From an optimization exercise on the open Yosys and OpenROAD flow, aimed at small area, a short achievable clock period and few clock cycles per item; shortcuts taken in it are not production practice. In this exercise RTL edits were held to simulation tests only and were not proved equivalent to the original.

==> flow/design.v <==
module mant_mul8 (input wire [7:0] x, input wire [7:0] y, output wire [15:0] r0, output wire [15:0] r1);
    wire pp0_0 = x[0] & y[0];
    wire pp0_1 = x[0] & y[1];
    wire pp0_2 = x[0] & y[2];
    wire pp0_3 = x[0] & y[3];
    wire pp0_4 = x[0] & y[4];
    wire pp0_5 = x[0] & y[5];
    wire pp0_6 = x[0] & y[6];
    wire pp0_7 = x[0] & y[7];
    wire pp1_0 = x[1] & y[0];
    wire pp1_1 = x[1] & y[1];
    wire pp1_2 = x[1] & y[2];
    wire pp1_3 = x[1] & y[3];
    wire pp1_4 = x[1] & y[4];
    wire pp1_5 = x[1] & y[5];
    wire pp1_6 = x[1] & y[6];
    wire pp1_7 = x[1] & y[7];
    wire pp2_0 = x[2] & y[0];
    wire pp2_1 = x[2] & y[1];
    wire pp2_2 = x[2] & y[2];
    wire pp2_3 = x[2] & y[3];
    wire pp2_4 = x[2] & y[4];
    wire pp2_5 = x[2] & y[5];
    wire pp2_6 = x[2] & y[6];
    wire pp2_7 = x[2] & y[7];
    wire pp3_0 = x[3] & y[0];
    wire pp3_1 = x[3] & y[1];
    wire pp3_2 = x[3] & y[2];
    wire pp3_3 = x[3] & y[3];
    wire pp3_4 = x[3] & y[4];
    wire pp3_5 = x[3] & y[5];
    wire pp3_6 = x[3] & y[6];
    wire pp3_7 = x[3] & y[7];
    wire pp4_0 = x[4] & y[0];
    wire pp4_1 = x[4] & y[1];
    wire pp4_2 = x[4] & y[2];
    wire pp4_3 = x[4] & y[3];
    wire pp4_4 = x[4] & y[4];
    wire pp4_5 = x[4] & y[5];
    wire pp4_6 = x[4] & y[6];
    wire pp4_7 = x[4] & y[7];
    wire pp5_0 = x[5] & y[0];
    wire pp5_1 = x[5] & y[1];
    wire pp5_2 = x[5] & y[2];
    wire pp5_3 = x[5] & y[3];
    wire pp5_4 = x[5] & y[4];
    wire pp5_5 = x[5] & y[5];
    wire pp5_6 = x[5] & y[6];
    wire pp5_7 = x[5] & y[7];
    wire pp6_0 = x[6] & y[0];
    wire pp6_1 = x[6] & y[1];
    wire pp6_2 = x[6] & y[2];
    wire pp6_3 = x[6] & y[3];
    wire pp6_4 = x[6] & y[4];
    wire pp6_5 = x[6] & y[5];
    wire pp6_6 = x[6] & y[6];
    wire pp6_7 = x[6] & y[7];
    wire pp7_0 = x[7] & y[0];
    wire pp7_1 = x[7] & y[1];
    wire pp7_2 = x[7] & y[2];
    wire pp7_3 = x[7] & y[3];
    wire pp7_4 = x[7] & y[4];
    wire pp7_5 = x[7] & y[5];
    wire pp7_6 = x[7] & y[6];
    wire pp7_7 = x[7] & y[7];
    wire hs0 = pp0_6 ^ pp1_5;
    wire hc0 = pp0_6 & pp1_5;
    wire fs1 = pp0_7 ^ pp1_6 ^ pp2_5;
    wire fc1 = (pp0_7 & pp1_6) | (pp2_5 & (pp0_7 ^ pp1_6));
    wire hs2 = pp3_4 ^ pp4_3;
    wire hc2 = pp3_4 & pp4_3;
    wire fs3 = pp1_7 ^ pp2_6 ^ pp3_5;
    wire fc3 = (pp1_7 & pp2_6) | (pp3_5 & (pp1_7 ^ pp2_6));
    wire hs4 = pp4_4 ^ pp5_3;
    wire hc4 = pp4_4 & pp5_3;
    wire fs5 = pp2_7 ^ pp3_6 ^ pp4_5;
    wire fc5 = (pp2_7 & pp3_6) | (pp4_5 & (pp2_7 ^ pp3_6));
    wire hs6 = pp0_4 ^ pp1_3;
    wire hc6 = pp0_4 & pp1_3;
    wire fs7 = pp0_5 ^ pp1_4 ^ pp2_3;
    wire fc7 = (pp0_5 & pp1_4) | (pp2_3 & (pp0_5 ^ pp1_4));
    wire hs8 = pp3_2 ^ pp4_1;
    wire hc8 = pp3_2 & pp4_1;
    wire fs9 = pp2_4 ^ pp3_3 ^ pp4_2;
    wire fc9 = (pp2_4 & pp3_3) | (pp4_2 & (pp2_4 ^ pp3_3));
    wire fs10 = pp5_1 ^ pp6_0 ^ hs0;
    wire fc10 = (pp5_1 & pp6_0) | (hs0 & (pp5_1 ^ pp6_0));
    wire fs11 = pp5_2 ^ pp6_1 ^ pp7_0;
    wire fc11 = (pp5_2 & pp6_1) | (pp7_0 & (pp5_2 ^ pp6_1));
    wire fs12 = hc0 ^ fs1 ^ hs2;
    wire fc12 = (hc0 & fs1) | (hs2 & (hc0 ^ fs1));
    wire fs13 = pp6_2 ^ pp7_1 ^ fc1;
    wire fc13 = (pp6_2 & pp7_1) | (fc1 & (pp6_2 ^ pp7_1));
    wire fs14 = hc2 ^ fs3 ^ hs4;
    wire fc14 = (hc2 & fs3) | (hs4 & (hc2 ^ fs3));
    wire fs15 = pp5_4 ^ pp6_3 ^ pp7_2;
    wire fc15 = (pp5_4 & pp6_3) | (pp7_2 & (pp5_4 ^ pp6_3));
    wire fs16 = fc3 ^ hc4 ^ fs5;
    wire fc16 = (fc3 & hc4) | (fs5 & (fc3 ^ hc4));
    wire fs17 = pp3_7 ^ pp4_6 ^ pp5_5;
    wire fc17 = (pp3_7 & pp4_6) | (pp5_5 & (pp3_7 ^ pp4_6));
    wire fs18 = pp6_4 ^ pp7_3 ^ fc5;
    wire fc18 = (pp6_4 & pp7_3) | (fc5 & (pp6_4 ^ pp7_3));
    wire fs19 = pp4_7 ^ pp5_6 ^ pp6_5;
    wire fc19 = (pp4_7 & pp5_6) | (pp6_5 & (pp4_7 ^ pp5_6));
    wire hs20 = pp0_3 ^ pp1_2;
    wire hc20 = pp0_3 & pp1_2;
    wire fs21 = pp2_2 ^ pp3_1 ^ pp4_0;
    wire fc21 = (pp2_2 & pp3_1) | (pp4_0 & (pp2_2 ^ pp3_1));
    wire fs22 = pp5_0 ^ hc6 ^ fs7;
    wire fc22 = (pp5_0 & hc6) | (fs7 & (pp5_0 ^ hc6));
    wire fs23 = fc7 ^ hc8 ^ fs9;
    wire fc23 = (fc7 & hc8) | (fs9 & (fc7 ^ hc8));
    wire fs24 = fc9 ^ fc10 ^ fs11;
    wire fc24 = (fc9 & fc10) | (fs11 & (fc9 ^ fc10));
    wire fs25 = fc11 ^ fc12 ^ fs13;
    wire fc25 = (fc11 & fc12) | (fs13 & (fc11 ^ fc12));
    wire fs26 = fc13 ^ fc14 ^ fs15;
    wire fc26 = (fc13 & fc14) | (fs15 & (fc13 ^ fc14));
    wire fs27 = fc15 ^ fc16 ^ fs17;
    wire fc27 = (fc15 & fc16) | (fs17 & (fc15 ^ fc16));
    wire fs28 = pp7_4 ^ fc17 ^ fc18;
    wire fc28 = (pp7_4 & fc17) | (fc18 & (pp7_4 ^ fc17));
    wire fs29 = pp5_7 ^ pp6_6 ^ pp7_5;
    wire fc29 = (pp5_7 & pp6_6) | (pp7_5 & (pp5_7 ^ pp6_6));
    wire hs30 = pp0_2 ^ pp1_1;
    wire hc30 = pp0_2 & pp1_1;
    wire fs31 = pp2_1 ^ pp3_0 ^ hs20;
    wire fc31 = (pp2_1 & pp3_0) | (hs20 & (pp2_1 ^ pp3_0));
    wire fs32 = hs6 ^ hc20 ^ fs21;
    wire fc32 = (hs6 & hc20) | (fs21 & (hs6 ^ hc20));
    wire fs33 = hs8 ^ fc21 ^ fs22;
    wire fc33 = (hs8 & fc21) | (fs22 & (hs8 ^ fc21));
    wire fs34 = fs10 ^ fc22 ^ fs23;
    wire fc34 = (fs10 & fc22) | (fs23 & (fs10 ^ fc22));
    wire fs35 = fs12 ^ fc23 ^ fs24;
    wire fc35 = (fs12 & fc23) | (fs24 & (fs12 ^ fc23));
    wire fs36 = fs14 ^ fc24 ^ fs25;
    wire fc36 = (fs14 & fc24) | (fs25 & (fs14 ^ fc24));
    wire fs37 = fs16 ^ fc25 ^ fs26;
    wire fc37 = (fs16 & fc25) | (fs26 & (fs16 ^ fc25));
    wire fs38 = fs18 ^ fc26 ^ fs27;
    wire fc38 = (fs18 & fc26) | (fs27 & (fs18 ^ fc26));
    wire fs39 = fs19 ^ fc27 ^ fs28;
    wire fc39 = (fs19 & fc27) | (fs28 & (fs19 ^ fc27));
    wire fs40 = fc19 ^ fc28 ^ fs29;
    wire fc40 = (fc19 & fc28) | (fs29 & (fc19 ^ fc28));
    wire fs41 = pp6_7 ^ pp7_6 ^ fc29;
    wire fc41 = (pp6_7 & pp7_6) | (fc29 & (pp6_7 ^ pp7_6));
    assign r0[0] = pp0_0;
    assign r1[0] = 1'b0;
    assign r0[1] = pp0_1;
    assign r1[1] = pp1_0;
    assign r0[2] = pp2_0;
    assign r1[2] = hs30;
    assign r0[3] = hc30;
    assign r1[3] = fs31;
    assign r0[4] = fc31;
    assign r1[4] = fs32;
    assign r0[5] = fc32;
    assign r1[5] = fs33;
    assign r0[6] = fc33;
    assign r1[6] = fs34;
    assign r0[7] = fc34;
    assign r1[7] = fs35;
    assign r0[8] = fc35;
    assign r1[8] = fs36;
    assign r0[9] = fc36;
    assign r1[9] = fs37;
    assign r0[10] = fc37;
    assign r1[10] = fs38;
    assign r0[11] = fc38;
    assign r1[11] = fs39;
    assign r0[12] = fc39;
    assign r1[12] = fs40;
    assign r0[13] = fc40;
    assign r1[13] = fs41;
    assign r0[14] = pp7_7;
    assign r1[14] = fc41;
    assign r0[15] = 1'b0;
    assign r1[15] = 1'b0;
endmodule
module bf16mul_s1 (
    input  wire [15:0] operand_a,
    input  wire [15:0] operand_b,
    output wire [24:0] mid
);
    function [15:0] ks16(input [15:0] p0, input [15:0] q0);
        reg [15:0] g, p, gg, pp, g2, p2;
        integer i, d;
        begin
            g = p0 & q0; p = p0 ^ q0;
            gg = g; pp = p;
            for (d = 1; d < 16; d = d * 2) begin
                g2 = gg; p2 = pp;
                for (i = d; i < 16; i = i + 1) begin
                    g2[i] = gg[i] | (pp[i] & gg[i-d]);
                    p2[i] = pp[i] & pp[i-d];
                end
                gg = g2; pp = p2;
            end
            ks16[0] = p[0];
            for (i = 1; i < 16; i = i + 1) ks16[i] = p[i] ^ gg[i-1];
        end
    endfunction
    wire sign_a = operand_a[15];
    wire sign_b = operand_b[15];
    wire [7:0] exp_a = operand_a[14:7];
    wire [7:0] exp_b = operand_b[14:7];
    wire [6:0] frac_a = operand_a[6:0];
    wire [6:0] frac_b = operand_b[6:0];
    wire sign_r = sign_a ^ sign_b;
    wire ez_a = ~|exp_a;
    wire ez_b = ~|exp_b;
    wire ef_a = &exp_a;
    wire ef_b = &exp_b;
    wire fz_a = ~|frac_a;
    wire fz_b = ~|frac_b;
    wire nan = (ef_a & ~fz_a) | (ef_b & ~fz_b) | (ef_a & ez_b) | (ef_b & ez_a);
    wire inf = ef_a | ef_b;
    wire zero = ez_a | ez_b;
    wire [1:0] spec = nan ? 2'd3 : inf ? 2'd2 : zero ? 2'd1 : 2'd0;
    wire [15:0] r0, r1;
    mant_mul8 u_mm (.x({1'b1, frac_a}), .y({1'b1, frac_b}), .r0(r0), .r1(r1));
    wire [15:0] mp = ks16(r0, r1);
    wire [9:0] exp_sum = {2'b0, exp_a} + {2'b0, exp_b} - 10'd127;
    assign mid = {spec, sign_r, exp_sum, mp[15:5], |mp[4:0]};
endmodule
module bf16mul_s2 (
    input  wire [24:0] mid,
    output reg  [15:0] result
);
    function [7:0] inc7(input [6:0] v);
        reg [6:0] pa, p2; integer i, d;
        begin
            pa = v;
            for (d = 1; d < 7; d = d * 2) begin
                p2 = pa;
                for (i = d; i < 7; i = i + 1) p2[i] = pa[i] & pa[i-d];
                pa = p2;
            end
            inc7[0] = ~v[0];
            for (i = 1; i < 7; i = i + 1) inc7[i] = v[i] ^ pa[i-1];
            inc7[7] = pa[6];
        end
    endfunction
    wire [1:0] spec = mid[24:23];
    wire sign_r = mid[22];
    wire [9:0] es0 = mid[21:12];
    wire [15:5] mp = mid[11:1];
    wire st5 = mid[0];
    wire [9:0] es1 = es0 + 10'd1;
    wire [9:0] es2 = es0 + 10'd2;
    wire ns = mp[15];
    wire [6:0] fw1 = mp[14:8];
    wire [6:0] fw0 = mp[13:7];
    wire ru1 = mp[7] & (mp[6] | mp[5] | st5 | fw1[0]);
    wire ru0 = mp[6] & (mp[5] | st5 | fw0[0]);
    wire [7:0] fi1 = inc7(fw1);
    wire [7:0] fi0 = inc7(fw0);
    wire ovf1 = ru1 & fi1[7];
    wire ovf0 = ru0 & fi0[7];
    wire [6:0] ff1 = ovf1 ? 7'h40 : ru1 ? fi1[6:0] : fw1;
    wire [6:0] ff0 = ovf0 ? 7'h40 : ru0 ? fi0[6:0] : fw0;
    wire inf0 = es0[9] | es0[8] | (&es0[7:0]);
    wire inf1 = es1[9] | es1[8] | (&es1[7:0]);
    wire inf2 = es2[9] | es2[8] | (&es2[7:0]);
    wire zer0 = (es0 == 10'd0);
    wire zer1 = (es1 == 10'd0);
    wire zer2 = (es2 == 10'd0);
    wire [15:0] n1 = ovf1 ? (inf2 ? {sign_r, 15'h7F80} : zer2 ? {sign_r, 15'b0} : {sign_r, es2[7:0], ff1})
                          : (inf1 ? {sign_r, 15'h7F80} : zer1 ? {sign_r, 15'b0} : {sign_r, es1[7:0], ff1});
    wire [15:0] n0 = ovf0 ? (inf1 ? {sign_r, 15'h7F80} : zer1 ? {sign_r, 15'b0} : {sign_r, es1[7:0], ff0})
                          : (inf0 ? {sign_r, 15'h7F80} : zer0 ? {sign_r, 15'b0} : {sign_r, es0[7:0], ff0});
    always @(*) begin
        case (spec)
            2'd3:    result = 16'h7FC0;
            2'd2:    result = {sign_r, 8'hFF, 7'h00};
            2'd1:    result = {sign_r, 15'b0};
            default: result = ns ? n1 : n0;
        endcase
    end
endmodule
module bf16add_s1 (
    input  wire [15:0] operand_a,
    input  wire [15:0] operand_b,
    output wire [38:0] mid
);
    function [9:0] ks9(input [8:0] x, input [8:0] y, input ci);
        reg [8:0] g, p, gg, pp, g2, p2;
        integer i, d;
        begin
            g = x & y; p = x ^ y;
            gg = g; pp = p;
            gg[0] = g[0] | (p[0] & ci);
            for (d = 1; d < 9; d = d * 2) begin
                g2 = gg; p2 = pp;
                for (i = d; i < 9; i = i + 1) begin
                    g2[i] = gg[i] | (pp[i] & gg[i-d]);
                    p2[i] = pp[i] & pp[i-d];
                end
                gg = g2; pp = p2;
            end
            ks9[0] = p[0] ^ ci;
            for (i = 1; i < 9; i = i + 1) ks9[i] = p[i] ^ gg[i-1];
            ks9[9] = gg[8];
        end
    endfunction
    wire sa = operand_a[15];
    wire sb = operand_b[15];
    wire [7:0] ea = operand_a[14:7];
    wire [7:0] eb = operand_b[14:7];
    wire [6:0] fa = operand_a[6:0];
    wire [6:0] fb = operand_b[6:0];
    wire ha = |ea;
    wire hb = |eb;
    wire [7:0] ma = {ha, fa};
    wire [7:0] mb = {hb, fb};
    wire fza = ~|fa;
    wire fzb = ~|fb;
    wire efa = &ea;
    wire efb = &eb;
    wire za = ~ha & fza;
    wire zb = ~hb & fzb;
    wire eff_sub = sa ^ sb;
    reg special;
    reg [15:0] special_result;
    always @(*) begin
        special = 1'b1;
        if ((efa & ~fza) | (efb & ~fzb))
            special_result = 16'h7FC0;
        else if (efa & efb)
            special_result = eff_sub ? 16'h7FC0 : {sa, 8'hFF, 7'h00};
        else if (efa)
            special_result = {sa, 8'hFF, 7'h00};
        else if (efb)
            special_result = {sb, 8'hFF, 7'h00};
        else if (za & zb)
            special_result = {sa & sb, 15'b0};
        else if (za)
            special_result = operand_b;
        else if (zb)
            special_result = operand_a;
        else begin
            special = 1'b0;
            special_result = 16'h0000;
        end
    end
    wire e_lt = ea < eb;
    wire e_eq = ea == eb;
    wire m_lt = ma < mb;
    wire a_lt_b = e_lt | (e_eq & m_lt);
    wire [7:0] dab = ea - eb;
    wire [7:0] dba = eb - ea;
    wire [7:0] elg = e_lt ? eb : ea;
    wire slg = a_lt_b ? sb : sa;
    wire [7:0] mlg = a_lt_b ? mb : ma;
    wire big_ab = |dab[7:4];
    wire big_ba = |dba[7:4];
    wire [17:0] sx_b = {mb, 10'b0} >> (big_ab ? 4'd15 : dab[3:0]);
    wire [17:0] sx_a = {ma, 10'b0} >> (big_ba ? 4'd15 : dba[3:0]);
    wire [17:0] smx = a_lt_b ? sx_a : sx_b;
    wire big = a_lt_b ? big_ba : big_ab;
    wire [7:0] msa = smx[17:10];
    wire gd = smx[9];
    wire rd = smx[8];
    wire st = (|smx[7:0]) | big;
    wire [9:0] s_w = ks9({1'b0, mlg}, {1'b0, msa} ^ {9{eff_sub}}, eff_sub);
    wire [8:0] sum = s_w[8:0];
    assign mid = {special, special_result, slg, elg, 1'b0, sum, gd, rd, st};
endmodule
module bf16add_s2 (
    input  wire [38:0] mid,
    output reg  [15:0] result
);
    function [8:0] inc8(input [7:0] v);
        reg [7:0] pa, p2; integer i, d;
        begin
            pa = v;
            for (d = 1; d < 8; d = d * 2) begin
                p2 = pa;
                for (i = d; i < 8; i = i + 1) p2[i] = pa[i] & pa[i-d];
                pa = p2;
            end
            inc8[0] = ~v[0];
            for (i = 1; i < 8; i = i + 1) inc8[i] = v[i] ^ pa[i-1];
            inc8[8] = pa[7];
        end
    endfunction
    wire special = mid[38];
    wire [15:0] special_result = mid[37:22];
    wire sgn = mid[21];
    wire [7:0] elg = mid[20:13];
    wire [8:0] sum = mid[11:3];    
    wire g = mid[2];
    wire r = mid[1];
    wire s = mid[0];
    wire elg_zero = ~|elg;
    wire elg_254 = (elg == 8'd254);
    wire elg_253 = (elg == 8'd253);
    wire [8:0] elg_i = inc8(elg);
    wire [7:0] elg_p1 = elg_i[7:0];
    wire [8:0] elg_i2 = inc8(elg_p1);
    wire [7:0] elg_p2 = elg_i2[7:0];
    wire [7:0] m_r = sum[8:1];
    wire ru_r = sum[0] & (g | r | s | sum[1]);
    wire [8:0] i_r = inc8(m_r);
    wire ov_r = ru_r & i_r[8];
    wire [6:0] f_r = ru_r ? i_r[6:0] : m_r[6:0];
    wire inf_r = elg_254 | (elg_253 & ov_r);
    wire [7:0] e_r = ov_r ? elg_p2 : elg_p1;
    wire [7:0] m_n = sum[7:0];
    wire ru_n = g & (r | s | sum[0]);
    wire [8:0] i_n = inc8(m_n);
    wire ov_n = ru_n & i_n[8];
    wire [6:0] f_n = ru_n ? i_n[6:0] : m_n[6:0];
    wire inf_n = elg_254 & ov_n;
    wire zero_n = elg_zero & ~ov_n;
    wire [7:0] e_n = ov_n ? elg_p1 : elg;
    wire [7:0] lim = (elg > 8'd1) ? elg - 8'd1 : 8'd0;
    wire [7:0] mask = (lim >= 8'd7) ? 8'd0 : (8'h80 >> lim);
    wire [7:0] nz = sum[7:0] | mask;
    reg [2:0] lz;
    always @(*) begin
        casez (nz)
            8'b1???????: lz = 3'd0;
            8'b01??????: lz = 3'd1;
            8'b001?????: lz = 3'd2;
            8'b0001????: lz = 3'd3;
            8'b00001???: lz = 3'd4;
            8'b000001??: lz = 3'd5;
            8'b0000001?: lz = 3'd6;
            default:     lz = 3'd7;
        endcase
    end
    wire [7:0] m_l = sum[7:0] << lz;
    wire [6:0] f_l = {m_l[6:1], g & (r | s)};
    wire [7:0] e_l = elg - {5'b0, lz};
    wire l_none = (lz == 3'd0);    
    wire c_r = sum[8];
    wire c_n = ~sum[8] & (sum[7] | l_none);
    wire sum_zero = ~|sum;
    always @(*) begin
        if (special)
            result = special_result;
        else if (sum_zero)
            result = 16'h0000;
        else if (c_r)
            result = inf_r ? {sgn, 8'hFF, 7'h00} : {sgn, e_r, f_r};
        else if (c_n)
            result = inf_n ? {sgn, 8'hFF, 7'h00} : zero_n ? {sgn, 15'b0} : {sgn, e_n, f_n};
        else
            result = {sgn, e_l, f_l};
    end
endmodule
module bf16pe (
    input  wire        clk,
    input  wire        load,       
    input  wire        zero_prod,  
    input  wire [15:0] a_in,
    input  wire [15:0] b_in,
    input  wire [15:0] cx_in,
    input  wire [15:0] cy_in,
    output reg  [15:0] dx,         
    output reg  [15:0] acc
);
    wire [24:0] mm_w;
    reg  [24:0] mm;
    wire [15:0] prod_w;
    reg  [15:0] prod;
    wire [38:0] mid_w;
    reg  [38:0] mid;
    wire [15:0] sum_w;
    bf16mul_s1 u_m1 (.operand_a(a_in), .operand_b(b_in), .mid(mm_w));
    bf16mul_s2 u_m2 (.mid(mm), .result(prod_w));
    bf16add_s1 u_a1 (.operand_a(acc), .operand_b(prod), .mid(mid_w));
    bf16add_s2 u_a2 (.mid(mid), .result(sum_w));
    always @(posedge clk) begin
        mm   <= mm_w;
        prod <= zero_prod ? 16'h8000 : prod_w;
        mid  <= load ? {1'b1, cy_in, 22'd0} : mid_w;
        acc  <= load ? cx_in : sum_w;
        dx   <= acc;
    end
endmodule
module bf16sa (
    input  wire          clk,
    input  wire          load,
    input  wire          zero_prod,
    input  wire [4*16-1:0] a_row,    
    input  wire [2*16-1:0] b_col,    
    input  wire [255:0]  c_in,
    output wire [255:0]  d_out
);
    genvar i, m;
    generate
        for (i = 0; i < 4; i = i + 1) begin : ROW
            for (m = 0; m < 2; m = m + 1) begin : COL
                bf16pe u_pe (
                    .clk(clk),
                    .load(load),
                    .zero_prod(zero_prod),
                    .a_in(a_row[i*16 +: 16]),
                    .b_in(b_col[m*16 +: 16]),
                    .cx_in(c_in[(i*4+2*m)*16 +: 16]),
                    .cy_in(c_in[(i*4+2*m+1)*16 +: 16]),
                    .dx(d_out[(i*4+2*m)*16 +: 16]),
                    .acc(d_out[(i*4+2*m+1)*16 +: 16])
                );
            end
        end
    endgenerate
endmodule
module tensor_core (
    input  wire clk,
    input  wire rst_n,
    input  wire [4*4*16-1:0] matrix_a,
    input  wire [4*4*16-1:0] matrix_b,
    input  wire [4*4*16-1:0] matrix_c,
    input  wire valid_in,
    output wire [4*4*16-1:0] matrix_d,
    output reg  valid_out
);
    reg [63:0] a_s0, a_s1, a_s2, a_s3;
    reg [31:0] b_s0, b_s1, b_s2, b_s3, b_s4, b_s5, b_s6, b_s7;
    reg [10:0] busy;      
    reg        run;       
    wire [63:0] a_k [0:3];
    wire [31:0] b_q [0:7];
    genvar n, k;
    generate
        for (k = 0; k < 4; k = k + 1) begin : KS
            for (n = 0; n < 4; n = n + 1) begin : RS
                assign a_k[k][n*16 +: 16] = matrix_a[(n*4+k)*16 +: 16];
            end
            for (n = 0; n < 2; n = n + 1) begin : CS
                assign b_q[2*k][n*16 +: 16]   = matrix_b[(k*4+2*n)*16 +: 16];
                assign b_q[2*k+1][n*16 +: 16] = matrix_b[(k*4+2*n+1)*16 +: 16];
            end
        end
    endgenerate
    wire a_shift = busy[1] | busy[3] | busy[5];
    always @(posedge clk) begin
        if (!run) begin
            a_s0 <= a_k[0]; a_s1 <= a_k[1]; a_s2 <= a_k[2];
        end else if (a_shift) begin
            a_s0 <= a_s1; a_s1 <= a_s2; a_s2 <= a_s3;
        end
        if (!run || a_shift)
            a_s3 <= a_k[3];
        b_s0 <= run ? b_s1 : b_q[0];
        b_s1 <= run ? b_s2 : b_q[1];
        b_s2 <= run ? b_s3 : b_q[2];
        b_s3 <= run ? b_s4 : b_q[3];
        b_s4 <= run ? b_s5 : b_q[4];
        b_s5 <= run ? b_s6 : b_q[5];
        b_s6 <= run ? b_s7 : b_q[6];
        b_s7 <= b_q[7];
    end
    always @(posedge clk or negedge rst_n) begin
        if (!rst_n) begin
            busy <= 11'd0;
            run <= 1'b0;
            valid_out <= 1'b0;
        end else begin
            busy <= {busy[9:0], valid_in};
            run <= valid_in | (|busy[9:0]);
            valid_out <= busy[10];
        end
    end
    bf16sa u_sa (
        .clk(clk),
        .load(~run),
        .zero_prod(~run | busy[0]),
        .a_row(a_s0),
        .b_col(b_s0),
        .c_in(matrix_c),
        .d_out(matrix_d)
    );
endmodule
==> flow/run.sh <==
#!/bin/bash
# synth_recipe.tcl (not shown) runs the flow's synth.tcl, then flattens the netlist and writes it again
# the make line also repeats each setting of config.mk as NAME=value (left out here)
make -C /OpenROAD-flow-scripts/flow DESIGN_CONFIG=/design/flow/config.mk WORK_HOME=/design/flow/orfs CLKGATE_MAP_FILE= SYNTH_SCRIPT=/design/flow/synth_recipe.tcl finish
==> flow/config.mk <==
export PLATFORM = sky130hd
export DESIGN_NAME = tensor_core
export DESIGN_NICKNAME = tensor_core
export VERILOG_FILES = /design/flow/design.v
export SDC_FILE = /design/flow/constraint.sdc
export NUM_CORES = 4
export LEC_CHECK = 0
export CAP_MARGIN = 20
export CORE_MARGIN = 2
export CORE_UTILIZATION = 40
export SLEW_MARGIN = 20
==> flow/constraint.sdc <==
create_clock -name core_clock -period 7.0 [get_ports {clk}]
set_input_delay 1.4000 -clock core_clock [delete_from_list [all_inputs] [get_ports {clk}]]
set_output_delay 1.4000 -clock core_clock [all_outputs]
set_load 0.01 [all_outputs]
==> results.txt, run 1 <==
Syn Inst Count 12097; Iteration-0 DRC Markers 8189; RePlAce Congestion 0.9400; I/O pins 1028; status no timing/DRC/antenna violations; core box area 256900 um2; first-pass GRT wire length 566200 um; Max Slew Vio Count 0; Site Rows 186; clock root buffer clkbuf_16; Fmax 166.3 MHz; Slew @ Worst Pin 1.101 ns; vias in the first global route 90815; # setup viols final 0; crit share post-route 85.90%; Area growth syn-to-layout 18.29%; largest net degree at the start of global routing 152; post-synth top area cell dfxtp_1; nets@finish 14483; final hold violations 0; total CTS buffers 166; crit path DAT 6.67 ns; largest cells by area after synthesis dfxtp_1, ha_1, edfxtp_1; crit path time final 6.013 ns; Setup CP Type reg -> reg; DRC viols 0; GR Util All Layers 27.44%; post-CTS sizing 0; netlist area before placement 103400 um2; Post-synth EDFFs 256; cell with the most instances after synthesis nor2_1; critical path launch point type flip-flop; ANT nets after route 0; r2r worst-path depth 25; Cell Area, Placed 116300 um2; clock-pin slew on the worst setup and hold paths 0.06 ns; Final Skew 0.08299 ns; DIE WIDTH 512.4 um; Synth Flop Type dfxtp_1; Syn Nets 13838; Commonest cells post-synth nor2_1, dfxtp_1, nand2_1, a21oi_1, inv_1; RSZ-0062 raised after global routing false; Hold Crit Depth 0; CTS tree done; yosys warns 6; detailed-route wire length 374100 um; WP data required 7.66 ns; Hold Crit Class reg -> reg; CTS Hold Bufs 0; Post-CTS Setup Bufs 0; fin area 122300 um2; Async S/R FF share, synth 0.9200%; Clock Sinks 1413; Die Area 262500 um2; Vias/cell 5.728; H-tree depth 4; initial antenna violation count 56; syn_area_per_cell 8.546 um2; CP endpoint kind flip-flop; gr ovfl total 0; post-synthesis sequential area ratio 29.90%; DP HPWL 293100 um; # port buffers 1027; Slew HR 25.64%; Distinct cells, synth 109; max cap viols 0; layout cells sized above 1 7.895%; worst-path maximum fanout 10; initial core utilization 40.24%; #FFs+latches synth 1413; area share of the largest cell type after synthesis 22.15%; Clock Latency Late Sink 0.88 ns; drt first pass iters 8; vias 93258; final setup TNS 0 ns; Hold Worst Slack 0.3521 ns; maximum root-to-sink buffer count 3; Die Ht 512.4 um; Routed WL per cell 22.98 um
flip-flops by register name (all words and copies together), names as in the netlist, 64 cells and up:
name	flops
a_s0	64
u_sa.ROW.COL.u_pe.dx	128
a_s3	64
u_sa.ROW.COL.u_pe.mm	200
a_s2	64
u_sa.ROW.COL.u_pe.prod	128
u_sa.ROW.COL.u_pe.mid	304
a_s1	64
u_sa.ROW.COL.u_pe.acc	128
cells in the final DEF (no fill, tap or decap), types with 118 or more instances in the layout:
cell,Yosys,layout
ha_1,642,642
nor2_1,1189,1183
and3_1,130,130
inv_1,839,839
nor3_1,202,202
a31oi_1,157,155
clkdlybuf4s50_1,0,1027
o22ai_1,118,118
and2_1,341,341
clkbuf_16,0,169
xnor2_1,473,473
nand2_1,902,901
a21oi_1,887,885
o21ai_0,492,490
edfxtp_1,256,256
nand4_1,131,131
mux2_2,488,488
fa_1,328,328
mux2i_1,276,276
xor2_1,270,270
dfxtp_1,1144,1143
nand3_1,337,337
worst max-delay path, cell delays in order, from the launching register on:
cell and delay (ns):
dfxtp_1 0.47, inv_1 0.08, ha_1 0.23, fa_1 0.43
nand2b_1 0.16, a21oi_1 0.25, o21a_1 0.16, a21oi_1 0.07
o32a_1 0.41, or4b_1 0.77, mux2i_1 0.21, nand2_1 0.10
o21ai_0 0.12, mux2_2 0.30, o22ai_1 0.21, xnor2_1 0.14
fa_1 0.44, a21o_1 0.20, a21o_1 0.18, nand2_1 0.09
nand2b_1 0.06, a21oi_1 0.23, o21bai_1 0.09, a21oi_1 0.20
xnor2_1 0.15, nor2_1 0.06
routing by layer:
layer	share of wire [%]	global-route usage, %	vias to the layer above
li1	-	-	44171
met1	45	37.96	44998
met2	45	43.34	3544
met4	3.3	8.557	14
met5	0.022	0	-
met3	7.1	4.732	531
metrics by stage:
| stage | worst slack (ns) | instances | util [%] |
|---|---|---|---|
| after global routing | 0.5025 | 16272 | 47.59 |
| final | 0.9868 | 16280 | 47.60 |
| after detailed placement | 1.132 | 15958 | 45.26 |
| after global placement | 1.070 | 15958 | 45.26 |
| after floorplan | 1.766 | 12097 | - |
| after CTS | 1.059 | 16265 | 47.57 |
logic make-up (layout without fill, tap and decap cells):
| kind of cell | after synthesis | count (layout) | share of synthesized area (%) |
|---|---|---|---|
| and+or+nand+nor | 3805 | 3805 | 17.70 |
| AOI/OAI and AO/OA | 2879 | 2879 | 18.17 |
| buffers and inverters | 1510 | 2294 | 5.552 |
| DFF | 1413 | 1413 | 29.90 |
| adders and majority gates | 970 | 970 | 14.12 |
| muxes | 777 | 777 | 8.264 |
| xor gates and xnor gates | 743 | 743 | 6.295 |
| other | 0 | 15 | 0 |
final timing paths:
check | start | to | slack (ns)
max | u_sa.ROW[3].COL[1].u_pe.acc[7]$_DFF_P_ | u_sa.ROW[3].COL[1].u_pe.mid[11]$_SDFF_PN0_ | 0.99
min | busy[10]$_DFF_PN0_ | valid_out$_DFF_PN0_ | 0.35
max reg2reg | u_sa.ROW[3].COL[1].u_pe.acc[7]$_DFF_P_ | u_sa.ROW[3].COL[1].u_pe.mid[11]$_SDFF_PN0_ | 0.99
min reg2reg | busy[10]$_DFF_PN0_ | valid_out$_DFF_PN0_ | 0.35
max in group asynchronous | rst_n | run$_DFF_PN0_ | 5.44
min in group asynchronous | rst_n | valid_out$_DFF_PN0_ | 1.00
area by class of cell:
class	instances	area [um2]
repair buffers	1140	11150
fillers	24564	134600
clock buffers	230	4718
clock inverters	77	1210
multi-input cells	9174	66830
inverters	847	3187
well taps	3384	4234
diodes	15	37.54
flip-flops and latches	1413	30920
Testbench counts, summed over its fixed seeds: cycles 4,616, items 384.
==> run 2, diff against run 1 <==
--- a/flow/design.v
+++ b/flow/design.v
@@ -285,5 +285,5 @@
     input  wire [15:0] operand_a,
     input  wire [15:0] operand_b,
-    output wire [38:0] mid
+    output wire [53:0] mid
 );
     function [9:0] ks9(input [8:0] x, input [8:0] y, input ci);
@@ -358,20 +358,40 @@
     wire big_ab = |dab[7:4];
     wire big_ba = |dba[7:4];
-    wire [17:0] sx_b = {mb, 10'b0} >> (big_ab ? 4'd15 : dab[3:0]);
-    wire [17:0] sx_a = {ma, 10'b0} >> (big_ba ? 4'd15 : dba[3:0]);
+    wire [17:0] sx_b = {mb, 10'b0} >> dab[3:0];
+    wire [17:0] sx_a = {ma, 10'b0} >> dba[3:0];
     wire [17:0] smx = a_lt_b ? sx_a : sx_b;
     wire big = a_lt_b ? big_ba : big_ab;
-    wire [7:0] msa = smx[17:10];
-    wire gd = smx[9];
-    wire rd = smx[8];
+    wire [7:0] msa = big ? 8'd0 : smx[17:10];
+    wire gd = ~big & smx[9];
+    wire rd = ~big & smx[8];
     wire st = (|smx[7:0]) | big;
-    wire [9:0] s_w = ks9({1'b0, mlg}, {1'b0, msa} ^ {9{eff_sub}}, eff_sub);
-    wire [8:0] sum = s_w[8:0];
-    assign mid = {special, special_result, slg, elg, 1'b0, sum, gd, rd, st};
+    wire [7:0] lim = (elg > 8'd1) ? elg - 8'd1 : 8'd0;
+    wire [7:0] mask = (lim >= 8'd7) ? 8'd0 : (8'h80 >> lim);
+    assign mid = {mask, special, special_result, slg, elg, eff_sub, mlg, msa, gd, rd, st};
 endmodule
 module bf16add_s2 (
-    input  wire [38:0] mid,
+    input  wire [53:0] mid,
     output reg  [15:0] result
 );
+    function [9:0] ks9(input [8:0] x, input [8:0] y, input ci);
+        reg [8:0] g, p, gg, pp, g2, p2;
+        integer i, d;
+        begin
+            g = x & y; p = x ^ y;
+            gg = g; pp = p;
+            gg[0] = g[0] | (p[0] & ci);
+            for (d = 1; d < 9; d = d * 2) begin
+                g2 = gg; p2 = pp;
+                for (i = d; i < 9; i = i + 1) begin
+                    g2[i] = gg[i] | (pp[i] & gg[i-d]);
+                    p2[i] = pp[i] & pp[i-d];
+                end
+                gg = g2; pp = p2;
+            end
+            ks9[0] = p[0] ^ ci;
+            for (i = 1; i < 9; i = i + 1) ks9[i] = p[i] ^ gg[i-1];
+            ks9[9] = gg[8];
+        end
+    endfunction
     function [8:0] inc8(input [7:0] v);
         reg [7:0] pa, p2; integer i, d;
@@ -388,12 +408,16 @@
         end
     endfunction
-    wire special = mid[38];
-    wire [15:0] special_result = mid[37:22];
-    wire sgn = mid[21];
-    wire [7:0] elg = mid[20:13];
-    wire [8:0] sum = mid[11:3];    
+    wire special = mid[45];
+    wire [15:0] special_result = mid[44:29];
+    wire sgn = mid[28];
+    wire [7:0] elg = mid[27:20];
+    wire eff_sub = mid[19];
+    wire [7:0] mlg = mid[18:11];
+    wire [7:0] msa = mid[10:3];
     wire g = mid[2];
     wire r = mid[1];
     wire s = mid[0];
+    wire [9:0] s_w = ks9({1'b0, mlg}, {1'b0, msa} ^ {9{eff_sub}}, eff_sub);
+    wire [8:0] sum = s_w[8:0];
     wire elg_zero = ~|elg;
     wire elg_254 = (elg == 8'd254);
@@ -418,6 +442,5 @@
     wire zero_n = elg_zero & ~ov_n;
     wire [7:0] e_n = ov_n ? elg_p1 : elg;
-    wire [7:0] lim = (elg > 8'd1) ? elg - 8'd1 : 8'd0;
-    wire [7:0] mask = (lim >= 8'd7) ? 8'd0 : (8'h80 >> lim);
+    wire [7:0] mask = mid[53:46];
     wire [7:0] nz = sum[7:0] | mask;
     reg [2:0] lz;
@@ -469,6 +492,6 @@
     wire [15:0] prod_w;
     reg  [15:0] prod;
-    wire [38:0] mid_w;
-    reg  [38:0] mid;
+    wire [53:0] mid_w;
+    reg  [53:0] mid;
     wire [15:0] sum_w;
     bf16mul_s1 u_m1 (.operand_a(a_in), .operand_b(b_in), .mid(mm_w));
@@ -479,5 +502,5 @@
         mm   <= mm_w;
         prod <= zero_prod ? 16'h8000 : prod_w;
-        mid  <= load ? {1'b1, cy_in, 22'd0} : mid_w;
+        mid  <= load ? {8'd0, 1'b1, cy_in, 29'd0} : mid_w;
         acc  <= load ? cx_in : sum_w;
         dx   <= acc;
==> run 2 against run 1 <==
Still clean. Final cell count increased by 1.5%. Synthesized cell count unchanged. Non-clock buffer count increased by 6. First-iteration DRC count increased by 8.4%. Critical endpoint is now u_sa.ROW[3].COL[0].u_pe.acc[12]$_DFF_P_.
==> results.txt, run 2 <==
Syn Nets 13852 (+0.10%); gr ovfl total 0 (unchanged); #FFs+latches synth 1533 (+8.5%); vias in the first global route 93423 (+2.9%); cell with the most instances after synthesis dfxtp_1; commonest non-fill, non-tap cell in the layout dfxtp_1; commonest non-fill, non-tap cells in the layout dfxtp_1, nor2_1, clkdlybuf4s50_1; Post-CTS Setup Bufs 0 (unchanged); CP endpoint kind flip-flop; syn_area_per_cell 8.784 um2 (+2.8%); DP HPWL 306100 um (+4.4%); CTS Hold Bufs 0 (unchanged); H-tree depth 4 (unchanged); WP data required 7.71 ns (+0.05 ns); crit share post-route 77.13% (-8.8 points); critical path launch point type flip-flop; post-synthesis sequential area ratio 31.35% (+1.4 points); Post-synth EDFFs 256 (unchanged); DIE WIDTH 519.4 um (+1.4%); ANT nets after route 0 (unchanged); clock root buffer clkbuf_16; clock-pin slew on the worst setup and hold paths 0.06 ns (about the same); r2r worst-path depth 17 (-32%); largest reg by FF count u_sa.ROW.COL.u_pe.mid; Iteration-0 DRC Markers 8874 (+8.4%); Max Slew Vio Count 0 (unchanged); initial antenna violation count 49 (-13%); DRC viols 0 (unchanged); Die Ht 519.4 um (+1.4%); Final Skew 0.1213 ns (+0.03828 ns); RSZ-0062 raised after global routing false; crit path from u_sa.ROW[3].COL[0].u_pe.mid[19]$_SDFF_PN0_; setup slack, reg-to-reg 1.60 ns (+0.61 ns); drt first pass iters 6 (-2); final setup TNS 0 ns (unchanged); core box area 264600 um2 (+3.0%); Synth Flop Type dfxtp_1; Die Area 269800 um2 (+2.8%); GR Util All Layers 27.81% (+0.37 points); vias 95646 (+2.6%); max cap viols 0 (unchanged); initial core utilization 40.16% (-0.080 points); detailed-route wire length 391100 um (+4.5%); Routed WL per cell 23.68 um (+3.0%); Clock Sinks 1533 (+8.5%); fillcell total 24985 (+1.7%); max FFs per register 424 (+39%); Slew HR 26.70% (+1.1 points); I/O pins 1028 (unchanged); netlist area before placement 106300 um2 (+2.8%); crit path DAT 6.11 ns (-0.56 ns); largest net degree at the start of global routing 176 (+16%); maximum root-to-sink buffer count 4 (+1); Reg2Reg Launch Point u_sa.ROW[3].COL[0].u_pe.mid[19]$_SDFF_PN0_; Hold Worst Slack 0.3500 ns (-0.002142 ns); Setup CP Type reg -> reg; CP Capture Point u_sa.ROW[3].COL[0].u_pe.acc[12]$_DFF_P_; Commonest cells post-synth dfxtp_1, nor2_1, nand2_1, inv_1, a21oi_1; area share of the largest cell type after synthesis 23.81% (+1.7 points); Final Non-Filler Cells 16517 (+1.5%); Distinct cells, synth 120 (+10%); placed insts 16181 (+1.4%); biggest regs u_sa.ROW.COL.u_pe.mid x424, u_sa.ROW.COL.u_pe.mm x200; post-CTS sizing 0 (unchanged); fin area 125900 um2 (+2.9%); # port buffers 1027 (unchanged); total CTS buffers 183 (+10%); # setup viols final 0 (unchanged); Hold Crit Class reg -> reg; crit path time final 5.399 ns (-0.6139 ns); CTS tree done; Area growth syn-to-layout 18.47%; Syn Inst Count 12097 (unchanged); final hold violations 0 (unchanged); Vias/cell 5.791 (+1.1%); Slew @ Worst Pin 1.092 ns (-0.009357 ns); RePlAce Congestion 0.9536 (+1.4%); Site Rows 189 (+1.6%); yosys warns 6 (unchanged); layout cells sized above 1 8.297% (+0.40 points); first-pass GRT wire length 587500 um (+3.8%); Clock Latency Late Sink 0.91 ns (+0.03 ns); largest cells by area after synthesis dfxtp_1, ha_1, edfxtp_1; nets@finish 14589 (+0.73%); Fmax 185.2 MHz (+11%); worst-path maximum fanout 13 (+3); reg-to-reg endpoint u_sa.ROW[3].COL[0].u_pe.acc[12]$_DFF_P_; Async S/R FF share, synth 0.8480% (-0.072 points); status no timing/DRC/antenna violations; post-synth top area cell dfxtp_1; Cell Area, Placed 119700 um2 (+2.9%)
## run 2: cell types whose count changed in the layout (fill, tap and decap cells not counted), moves of 47 or more
cell and delta:
dfxtp_1 +121, nor2_1 -120, nor3_1 +95, a21oi_1 -92
a21o_1 +56, nand2_1 -56, o21ai_0 -55, xor2_1 +47
## run 2: worst max-delay path, cell delays in order (launching register included)
cell,delay [ns]
dfxtp_1,0.65
xor2_1,0.15
ha_1,0.40
a21oi_1,0.21
o22ai_1,0.13
o31a_1,0.38
xor2_1,0.24
nor2_1,0.72
nand2_1,0.28
inv_1,0.26
ha_1,0.19
nor2b_1,0.04
o21ai_0,0.15
nor4b_1,0.79
nand2_1,0.15
a32o_1,0.29
o21ai_0,0.16
o21ai_0,0.09
## run 2: logic make-up after synthesis
group / Yosys count / share of synthesized area [%]
DFF: 1533 / 31.35
adders and majority gates: 984 / 13.90
muxes: 733 / 7.520
xor gates and xnor gates: 752 / 6.219
AOI/OAI and AO/OA: 2862 / 18.16
and+or+nand+nor: 3830 / 17.80
buffers and inverters: 1403 / 5.049
## run 2: metrics by stage
| stage | setup slack, ns | util, % |
|---|---|---|
| 2_1_floorplan | 1.810 | - |
| 3_3_place_gp | 1.571 | 45.21 |
| 3_5_place_dp | 1.514 | 45.22 |
| 4_1_cts | 1.536 | 47.55 |
| 5_1_grt | 0.9620 | 47.57 |
| 6_report | 1.601 | 47.57 |
## run 2: area by class of cell
cell class	count	area, um2	share of cell area [%]
Multi-Input combinational cell	9161	67680	53.76
Sequential cell	1533	33320	26.47
Timing Repair Buffer	1146	11230	8.918
Clock buffer	240	5077	4.033
Tap cell	3533	4420	3.511
Inverter	809	3044	2.418
Clock inverter	80	1086	0.8627
Antenna cell	15	37.54	0.02982
## run 2: layer usage
layer | GRT usage [%] | vias up | share of wire [%]
li1 | - | 44779 | -
met1 | 37.92 | 46156 | 44
met2 | 43.47 | 3987 | 44
met3 | 5.458 | 702 | 7.9
met4 | 10.21 | 22 | 4.0
met5 | 0 | - | 0.042
## run 2: worst min-delay path by stage
stage | startpoint | end | slack, ns | cells after the start
2_1_floorplan | busy[10]$_DFF_PN0_ | valid_out$_DFF_PN0_ | 0.33 | 0
3_3_place_gp | busy[10]$_DFF_PN0_ | valid_out$_DFF_PN0_ | 0.34 | 0
3_5_place_dp | busy[10]$_DFF_PN0_ | valid_out$_DFF_PN0_ | 0.34 | 0
4_1_cts | busy[10]$_DFF_PN0_ | valid_out$_DFF_PN0_ | 0.35 | 0
5_1_grt | busy[10]$_DFF_PN0_ | valid_out$_DFF_PN0_ | 0.37 | 0
6_report | busy[10]$_DFF_PN0_ | valid_out$_DFF_PN0_ | 0.35 | 0
Testbench counts of run 2, summed over its fixed seeds: cycles 4,616, items 384.
==> run 3, diff against run 2 <==
--- a/flow/design.v
+++ b/flow/design.v
@@ -184,24 +184,6 @@
     input  wire [15:0] operand_a,
     input  wire [15:0] operand_b,
-    output wire [24:0] mid
+    output wire [34:0] mid
 );
-    function [15:0] ks16(input [15:0] p0, input [15:0] q0);
-        reg [15:0] g, p, gg, pp, g2, p2;
-        integer i, d;
-        begin
-            g = p0 & q0; p = p0 ^ q0;
-            gg = g; pp = p;
-            for (d = 1; d < 16; d = d * 2) begin
-                g2 = gg; p2 = pp;
-                for (i = d; i < 16; i = i + 1) begin
-                    g2[i] = gg[i] | (pp[i] & gg[i-d]);
-                    p2[i] = pp[i] & pp[i-d];
-                end
-                gg = g2; pp = p2;
-            end
-            ks16[0] = p[0];
-            for (i = 1; i < 16; i = i + 1) ks16[i] = p[i] ^ gg[i-1];
-        end
-    endfunction
     wire sign_a = operand_a[15];
     wire sign_b = operand_b[15];
@@ -223,12 +205,31 @@
     wire [15:0] r0, r1;
     mant_mul8 u_mm (.x({1'b1, frac_a}), .y({1'b1, frac_b}), .r0(r0), .r1(r1));
-    wire [15:0] mp = ks16(r0, r1);
+    wire [5:0] lo = {1'b0, r0[4:0]} + {1'b0, r1[4:0]};
     wire [9:0] exp_sum = {2'b0, exp_a} + {2'b0, exp_b} - 10'd127;
-    assign mid = {spec, sign_r, exp_sum, mp[15:5], |mp[4:0]};
+    assign mid = {spec, sign_r, exp_sum, r0[14:5], r1[14:5], lo[5], |lo[4:0]};
 endmodule
 module bf16mul_s2 (
-    input  wire [24:0] mid,
+    input  wire [34:0] mid,
     output reg  [15:0] result
 );
+    function [10:0] ks11(input [10:0] x, input [10:0] y, input ci);
+        reg [10:0] g, p, gg, pp, g2, p2;
+        integer i, d;
+        begin
+            g = x & y; p = x ^ y;
+            gg = g; pp = p;
+            gg[0] = g[0] | (p[0] & ci);
+            for (d = 1; d < 11; d = d * 2) begin
+                g2 = gg; p2 = pp;
+                for (i = d; i < 11; i = i + 1) begin
+                    g2[i] = gg[i] | (pp[i] & gg[i-d]);
+                    p2[i] = pp[i] & pp[i-d];
+                end
+                gg = g2; pp = p2;
+            end
+            ks11[0] = p[0] ^ ci;
+            for (i = 1; i < 11; i = i + 1) ks11[i] = p[i] ^ gg[i-1];
+        end
+    endfunction
     function [7:0] inc7(input [6:0] v);
         reg [6:0] pa, p2; integer i, d;
@@ -245,8 +246,9 @@
         end
     endfunction
-    wire [1:0] spec = mid[24:23];
-    wire sign_r = mid[22];
-    wire [9:0] es0 = mid[21:12];
-    wire [15:5] mp = mid[11:1];
+    wire [1:0] spec = mid[34:33];
+    wire sign_r = mid[32];
+    wire [9:0] es0 = mid[31:22];
+    wire [10:0] hi = ks11({1'b0, mid[21:12]}, {1'b0, mid[11:2]}, mid[1]);
+    wire [15:5] mp = hi;
     wire st5 = mid[0];
     wire [9:0] es1 = es0 + 10'd1;
@@ -285,5 +287,5 @@
     input  wire [15:0] operand_a,
     input  wire [15:0] operand_b,
-    output wire [53:0] mid
+    output wire [38:0] mid
 );
     function [9:0] ks9(input [8:0] x, input [8:0] y, input ci);
@@ -324,27 +326,8 @@
     wire zb = ~hb & fzb;
     wire eff_sub = sa ^ sb;
-    reg special;
-    reg [15:0] special_result;
-    always @(*) begin
-        special = 1'b1;
-        if ((efa & ~fza) | (efb & ~fzb))
-            special_result = 16'h7FC0;
-        else if (efa & efb)
-            special_result = eff_sub ? 16'h7FC0 : {sa, 8'hFF, 7'h00};
-        else if (efa)
-            special_result = {sa, 8'hFF, 7'h00};
-        else if (efb)
-            special_result = {sb, 8'hFF, 7'h00};
-        else if (za & zb)
-            special_result = {sa & sb, 15'b0};
-        else if (za)
-            special_result = operand_b;
-        else if (zb)
-            special_result = operand_a;
-        else begin
-            special = 1'b0;
-            special_result = 16'h0000;
-        end
-    end
+    wire nan = (efa & ~fza) | (efb & ~fzb) | (efa & efb & eff_sub);
+    wire inf = efa | efb;
+    wire pass = za | zb;
+    wire [1:0] kind = nan ? 2'd3 : inf ? 2'd2 : pass ? 2'd1 : 2'd0;
     wire e_lt = ea < eb;
     wire e_eq = ea == eb;
@@ -354,5 +337,5 @@
     wire [7:0] dba = eb - ea;
     wire [7:0] elg = e_lt ? eb : ea;
-    wire slg = a_lt_b ? sb : sa;
+    wire slg = (za & zb) ? (sa & sb) : a_lt_b ? sb : sa;
     wire [7:0] mlg = a_lt_b ? mb : ma;
     wire big_ab = |dab[7:4];
@@ -368,8 +351,8 @@
     wire [7:0] lim = (elg > 8'd1) ? elg - 8'd1 : 8'd0;
     wire [7:0] mask = (lim >= 8'd7) ? 8'd0 : (8'h80 >> lim);
-    assign mid = {mask, special, special_result, slg, elg, eff_sub, mlg, msa, gd, rd, st};
+    assign mid = {mask, kind, slg, elg, eff_sub, mlg, msa ^ {8{eff_sub}}, gd, rd, st};
 endmodule
 module bf16add_s2 (
-    input  wire [53:0] mid,
+    input  wire [38:0] mid,
     output reg  [15:0] result
 );
@@ -408,15 +391,14 @@
         end
     endfunction
-    wire special = mid[45];
-    wire [15:0] special_result = mid[44:29];
+    wire [1:0] kind = mid[30:29];
     wire sgn = mid[28];
     wire [7:0] elg = mid[27:20];
     wire eff_sub = mid[19];
     wire [7:0] mlg = mid[18:11];
-    wire [7:0] msa = mid[10:3];
+    wire [7:0] msa = mid[10:3];        
     wire g = mid[2];
     wire r = mid[1];
     wire s = mid[0];
-    wire [9:0] s_w = ks9({1'b0, mlg}, {1'b0, msa} ^ {9{eff_sub}}, eff_sub);
+    wire [9:0] s_w = ks9({1'b0, mlg}, {eff_sub, msa}, eff_sub);
     wire [8:0] sum = s_w[8:0];
     wire elg_zero = ~|elg;
@@ -442,5 +424,5 @@
     wire zero_n = elg_zero & ~ov_n;
     wire [7:0] e_n = ov_n ? elg_p1 : elg;
-    wire [7:0] mask = mid[53:46];
+    wire [7:0] mask = mid[38:31];
     wire [7:0] nz = sum[7:0] | mask;
     reg [2:0] lz;
@@ -459,5 +441,7 @@
     wire [7:0] m_l = sum[7:0] << lz;
     wire [6:0] f_l = {m_l[6:1], g & (r | s)};
-    wire [7:0] e_l = elg - {5'b0, lz};
+    wire [3:0] e_lo = {1'b0, elg[2:0]} - {1'b0, lz};
+    wire [4:0] e_hi_m1 = elg[7:3] - 5'd1;
+    wire [7:0] e_l = {e_lo[3] ? e_hi_m1 : elg[7:3], e_lo[2:0]};
     wire l_none = (lz == 3'd0);    
     wire c_r = sum[8];
@@ -465,6 +449,10 @@
     wire sum_zero = ~|sum;
     always @(*) begin
-        if (special)
-            result = special_result;
+        if (kind == 2'd3)
+            result = 16'h7FC0;
+        else if (kind == 2'd2)
+            result = {sgn, 8'hFF, 7'h00};
+        else if (kind == 2'd1)
+            result = {sgn, elg, mlg[6:0]};
         else if (sum_zero)
             result = 16'h0000;
@@ -488,10 +476,10 @@
     output reg  [15:0] acc
 );
-    wire [24:0] mm_w;
-    reg  [24:0] mm;
+    wire [34:0] mm_w;
+    reg  [34:0] mm;
     wire [15:0] prod_w;
     reg  [15:0] prod;
-    wire [53:0] mid_w;
-    reg  [53:0] mid;
+    wire [38:0] mid_w;
+    reg  [38:0] mid;
     wire [15:0] sum_w;
     bf16mul_s1 u_m1 (.operand_a(a_in), .operand_b(b_in), .mid(mm_w));
@@ -502,6 +490,6 @@
         mm   <= mm_w;
         prod <= zero_prod ? 16'h8000 : prod_w;
-        mid  <= load ? {8'd0, 1'b1, cy_in, 29'd0} : mid_w;
-        acc  <= load ? cx_in : sum_w;
+        mid  <= load ? {8'd0, 2'd1, cx_in[15:7], 2'b0, cx_in[6:0], 11'd0} : mid_w;
+        acc  <= load ? cy_in : sum_w;
         dx   <= acc;
     end
@@ -546,6 +534,6 @@
 );
     reg [63:0] a_s0, a_s1, a_s2, a_s3;
-    reg [31:0] b_s0, b_s1, b_s2, b_s3, b_s4, b_s5, b_s6, b_s7;
-    reg [10:0] busy;      
+    reg [31:0] b_s0, b_s1, b_s2, b_s3, b_s4, b_s5, b_s6;
+    reg [9:0]  busy;      
     reg        run;       
     wire [63:0] a_k [0:3];
@@ -563,5 +551,5 @@
         end
     endgenerate
-    wire a_shift = busy[1] | busy[3] | busy[5];
+    wire a_shift = busy[0] | busy[2] | busy[4];
     always @(posedge clk) begin
         if (!run) begin
@@ -572,22 +560,21 @@
         if (!run || a_shift)
             a_s3 <= a_k[3];
-        b_s0 <= run ? b_s1 : b_q[0];
-        b_s1 <= run ? b_s2 : b_q[1];
-        b_s2 <= run ? b_s3 : b_q[2];
-        b_s3 <= run ? b_s4 : b_q[3];
-        b_s4 <= run ? b_s5 : b_q[4];
-        b_s5 <= run ? b_s6 : b_q[5];
-        b_s6 <= run ? b_s7 : b_q[6];
-        b_s7 <= b_q[7];
+        b_s0 <= run ? b_s1 : b_q[1];
+        b_s1 <= run ? b_s2 : b_q[2];
+        b_s2 <= run ? b_s3 : b_q[3];
+        b_s3 <= run ? b_s4 : b_q[4];
+        b_s4 <= run ? b_s5 : b_q[5];
+        b_s5 <= run ? b_s6 : b_q[6];
+        b_s6 <= b_q[7];
     end
     always @(posedge clk or negedge rst_n) begin
         if (!rst_n) begin
-            busy <= 11'd0;
+            busy <= 10'd0;
             run <= 1'b0;
             valid_out <= 1'b0;
         end else begin
-            busy <= {busy[9:0], valid_in};
-            run <= valid_in | (|busy[9:0]);
-            valid_out <= busy[10];
+            busy <= {busy[8:0], valid_in};
+            run <= valid_in | (|busy[8:0]);
+            valid_out <= busy[9];
         end
     end
@@ -595,7 +582,7 @@
         .clk(clk),
         .load(~run),
-        .zero_prod(~run | busy[0]),
-        .a_row(a_s0),
-        .b_col(b_s0),
+        .zero_prod(~run),
+        .a_row(run ? a_s0 : a_k[0]),
+        .b_col(run ? b_s0 : b_q[0]),
         .c_in(matrix_c),
         .d_out(matrix_d)
--- a/flow/config.mk
+++ b/flow/config.mk
@@ -6,4 +6,5 @@
 export NUM_CORES = 4
 export LEC_CHECK = 0
+export ABC_AREA = 1
 export CAP_MARGIN = 20
 export CORE_MARGIN = 2
==> run 3 against run 2 <==
Synthesized cell count is 29% higher. Clock skew is 0.023 ns lower. Critical endpoint is now u_sa.ROW[3].COL[0].u_pe.prod[6]$_SDFF_PN0_. Synthesized area is 0.99% higher. Non-clock buffer count is 15 lower. Critical path type unchanged. First-iteration DRC count is 3.1% lower. Still clean on timing, DRC and antenna. Sequential cell count is 81 lower.
==> results.txt, run 3 <==
worst-path maximum fanout 10 (-3); Post-synth EDFFs 256 (unchanged); #FFs+latches synth 1452 (-5.3%); Sequential Area 31690 um2 (-4.9%); H-tree depth 4 (unchanged); critical path launch point type flip-flop; Max Slew Vio Count 0 (unchanged); vias 102979 (+7.7%); vias in the first global route 96097 (+2.9%); Distinct cells, synth 85 (-29%); Setup CP Type reg -> reg; CTS Hold Bufs 0 (unchanged); Post-CTS Setup Bufs 0 (unchanged); gr ovfl total 0 (unchanged); initial antenna violation count 56 (+14%); drt first pass iters 7 (+1); CP endpoint kind flip-flop; biggest regs u_sa.ROW.COL.u_pe.mid x304, u_sa.ROW.COL.u_pe.mm x272; Worst Min Path Start busy[9]$_DFF_PN0_; crit path time final 4.731 ns (-0.6682 ns); Slew @ Worst Pin 1.217 ns (+0.1259 ns); RSZ-0062 raised after global routing false; Iteration-0 DRC Markers 8601 (-3.1%); multi-input logic area 65040 um2 (-3.9%); Die Area 272500 um2 (+0.98%); max cap viols 0 (unchanged); post-synth top area cell dfxtp_1; DP HPWL 305900 um (about the same); Clock Latency Late Sink 0.91 ns (about the same); Hold Crit Depth 0 (unchanged); I/O pins 1028 (unchanged); ANT nets after route 0 (unchanged); max FFs per register 304 (-28%); Async S/R FF share, synth 0.8264% (-0.022 points); crit share post-route 67.59% (-9.5 points); netlist area before placement 107300 um2 (+0.99%); reg-to-reg endpoint u_sa.ROW[3].COL[0].u_pe.prod[6]$_SDFF_PN0_; # setup viols final 0 (unchanged); Commonest cells post-synth nand2_1, inv_1, dfxtp_1, nor2_1, o21ai_0; Syn Nets 17454 (+26%); r2r worst-path depth 17 (unchanged); Synth Flop Type dfxtp_1; status no timing/DRC/antenna violations; total CTS buffers 178 (-2.7%); RePlAce Congestion 0.9727 (+2.0%); Hold Crit Class reg -> reg; post-synthesis sequential area ratio 29.53% (-1.8 points); DRC viols 0 (unchanged); crit path DAT 5.36 ns (-0.75 ns); Fmax 211.4 MHz (+14%); post-CTS sizing 0 (unchanged); syn_area_per_cell 6.860 um2 (-22%); commonest non-fill, non-tap cell in the layout nand2_1; largest reg by FF count u_sa.ROW.COL.u_pe.mid; final setup TNS 0 ns (unchanged); final hold violations 0 (unchanged); commonest non-fill, non-tap cells in the layout nand2_1, inv_1, dfxtp_1; Slew HR 17.98% (-8.7 points); cell with the most instances after synthesis nand2_1; Vias/cell 5.096 (-12%); Syn Inst Count 15643 (+29%); Hold Worst Slack 0.3521 ns (+0.002147 ns); initial core utilization 40.13% (about the same); clock root buffer clkbuf_16; CTS tree done; first-pass GRT wire length 577400 um (-1.7%); setup slack, reg-to-reg 2.27 ns (+0.67 ns); layout cells sized above 1 4.676% (-3.6 points); utilization after layout 47.55% (about the same); largest net degree at the start of global routing 176 (unchanged); maximum root-to-sink buffer count 4 (unchanged); yosys warns 4 (-2); # port buffers 1027 (unchanged); detailed-route wire length 382200 um (-2.3%); Area growth syn-to-layout 18.50% (about the same); core box area 267400 um2 (+1.1%); largest cells by area after synthesis dfxtp_1, nand2_1, ha_1; Site Rows 190 (+0.53%); Reg2Reg Launch Point u_sa.ROW[3].COL[0].u_pe.mm[1]$_DFF_P_; area share of the largest cell type after synthesis 22.09% (-1.7 points); fillcell total 27342 (+9.4%); Final Non-Filler Cells 20209 (+22%); Die Ht 522.0 um (+0.49%); WP data required 7.63 ns (-0.08 ns); nets@finish 18283 (+25%); placed insts 19844 (+23%); clock-pin slew on the worst setup and hold paths 0.06 ns (about the same); hold worst-path end valid_out$_DFF_PN0_; Clock Sinks 1452 (-5.3%); Final Skew 0.09819 ns (-0.02308 ns); DIE WIDTH 522.0 um (+0.49%); GR Util All Layers 27.12% (-0.69 points); Routed WL per cell 18.91 um (-20%)
-- run 3: cell families (layout without fill, tap and decap cells) --
| kind of cell | Yosys count | count (layout) | share of synthesized area [%] |
|---|---|---|---|
| mux | 30 | 30 | 0.2798 |
| simple gates | 7454 | 7454 | 29.23 |
| xor+xnor | 481 | 481 | 4.076 |
| fa+ha+maj | 1040 | 1040 | 14.53 |
| buf+inv | 2776 | 3748 | 9.911 |
| flops | 1452 | 1452 | 29.53 |
| compound gates | 2410 | 2410 | 12.44 |
| other cells | 0 | 42 | 0 |
-- run 3: final cells by class --
cell class / instances / share of cell area [%]
Clock buffer: 225 / 3.877
Multi-Input combinational cell: 11415 / 51.14
Inverter: 2294 / 6.781
Sequential cell: 1452 / 24.92
Timing Repair Buffer: 1131 / 8.757
Antenna cell: 42 / 0.08265
Clock inverter: 98 / 0.9445
Tap cell: 3552 / 3.495
-- run 3: critical path: stages, from the launching register on --
cell and delay, ns:
dfxtp_1 0.32, inv_1 0.05, fa_1 0.41, inv_1 0.16, fa_1 0.28, nand3_1 0.10
nand2_1 0.13, xor2_1 0.42, ha_1 0.26, inv_1 0.04, nor2_1 0.17, nand3_1 0.13
or2_1 0.25, nor2_2 0.33, inv_2 0.17, o21ai_0 0.18, o21ai_0 0.09, o21ai_0 0.95
-- run 3: worst max path at each step --
stage / startpoint / to / slack (ns) / cells after the start
6_report: u_sa.ROW[3].COL[0].u_pe.mm[1]$_DFF_P_ / u_sa.ROW[3].COL[0].u_pe.prod[6]$_SDFF_PN0_ / 2.27 / 17
3_5_place_dp: matrix_a[194] / u_sa.ROW[3].COL[1].u_pe.mm[6]$_DFF_P_ / 1.91 / 11
2_1_floorplan: run$_DFF_PN0_ / a_s0[0]$_DFFE_PP_ / 1.45 / 10
5_1_grt: run$_DFF_PN0_ / u_sa.ROW[0].COL[0].u_pe.mm[7]$_DFF_P_ / 2.00 / 12
4_1_cts: run$_DFF_PN0_ / u_sa.ROW[1].COL[1].u_pe.mm[6]$_DFF_P_ / 2.19 / 13
3_3_place_gp: matrix_a[194] / u_sa.ROW[3].COL[1].u_pe.mm[6]$_DFF_P_ / 1.90 / 11
-- run 3: per-stage QoR --
step | cell area (um2) | worst slack, ns
floorplan | 107300 | 1.452
global placement | 120900 | 1.903
detailed placement | 120900 | 1.905
CTS | 127100 | 2.193
global route | 127100 | 1.996
finish | 127200 | 2.269
-- run 3: layer usage --
metal,GRT usage (%),part of all wire (%),vias to the layer above
met3,4.853,7.6,519
met5,0,0.098,-
met1,37.41,45,47047
li1,-,-,51811
met2,42.96,44,3548
met4,8.222,3.1,54
Testbench counts of run 3, summed over its fixed seeds: cycles 4,232, items 384.

## afterwards: timing with drivers on the ports
The results above use ideal ports. As a check the final layouts listed here were re-extracted and re-timed, cells and wires unchanged.
Step 1, drivers: a clkbuf_16 drives clk and a buf_2 each remaining input, both assumed.
Step 2 also shifts input and output timing later by t, the mid clock arrival at the registers, as if the neighbouring blocks saw the same clock.
Slacks: ideal / step 1 / step 2; pairs: ideal / step 1.
| run | t, ns | setup WS [ns] | worst data-port slew with drivers (ns) |
|---|---|---|---|
| run 1 | 0.945 | 0.987 / 0.987 / 0.987 | 0.27 |
| run 2 | 0.950 | 1.601 / 1.601 / 1.601 | 0.21 |
| run 3 | 0.974 | 2.269 / 2.269 / 1.936 | 0.26 |
After both steps setup and hold are still met in every run listed. The setup slack of run 3, which loses most, moves by 0.000 ns with the drivers and by -0.333 ns with both steps.
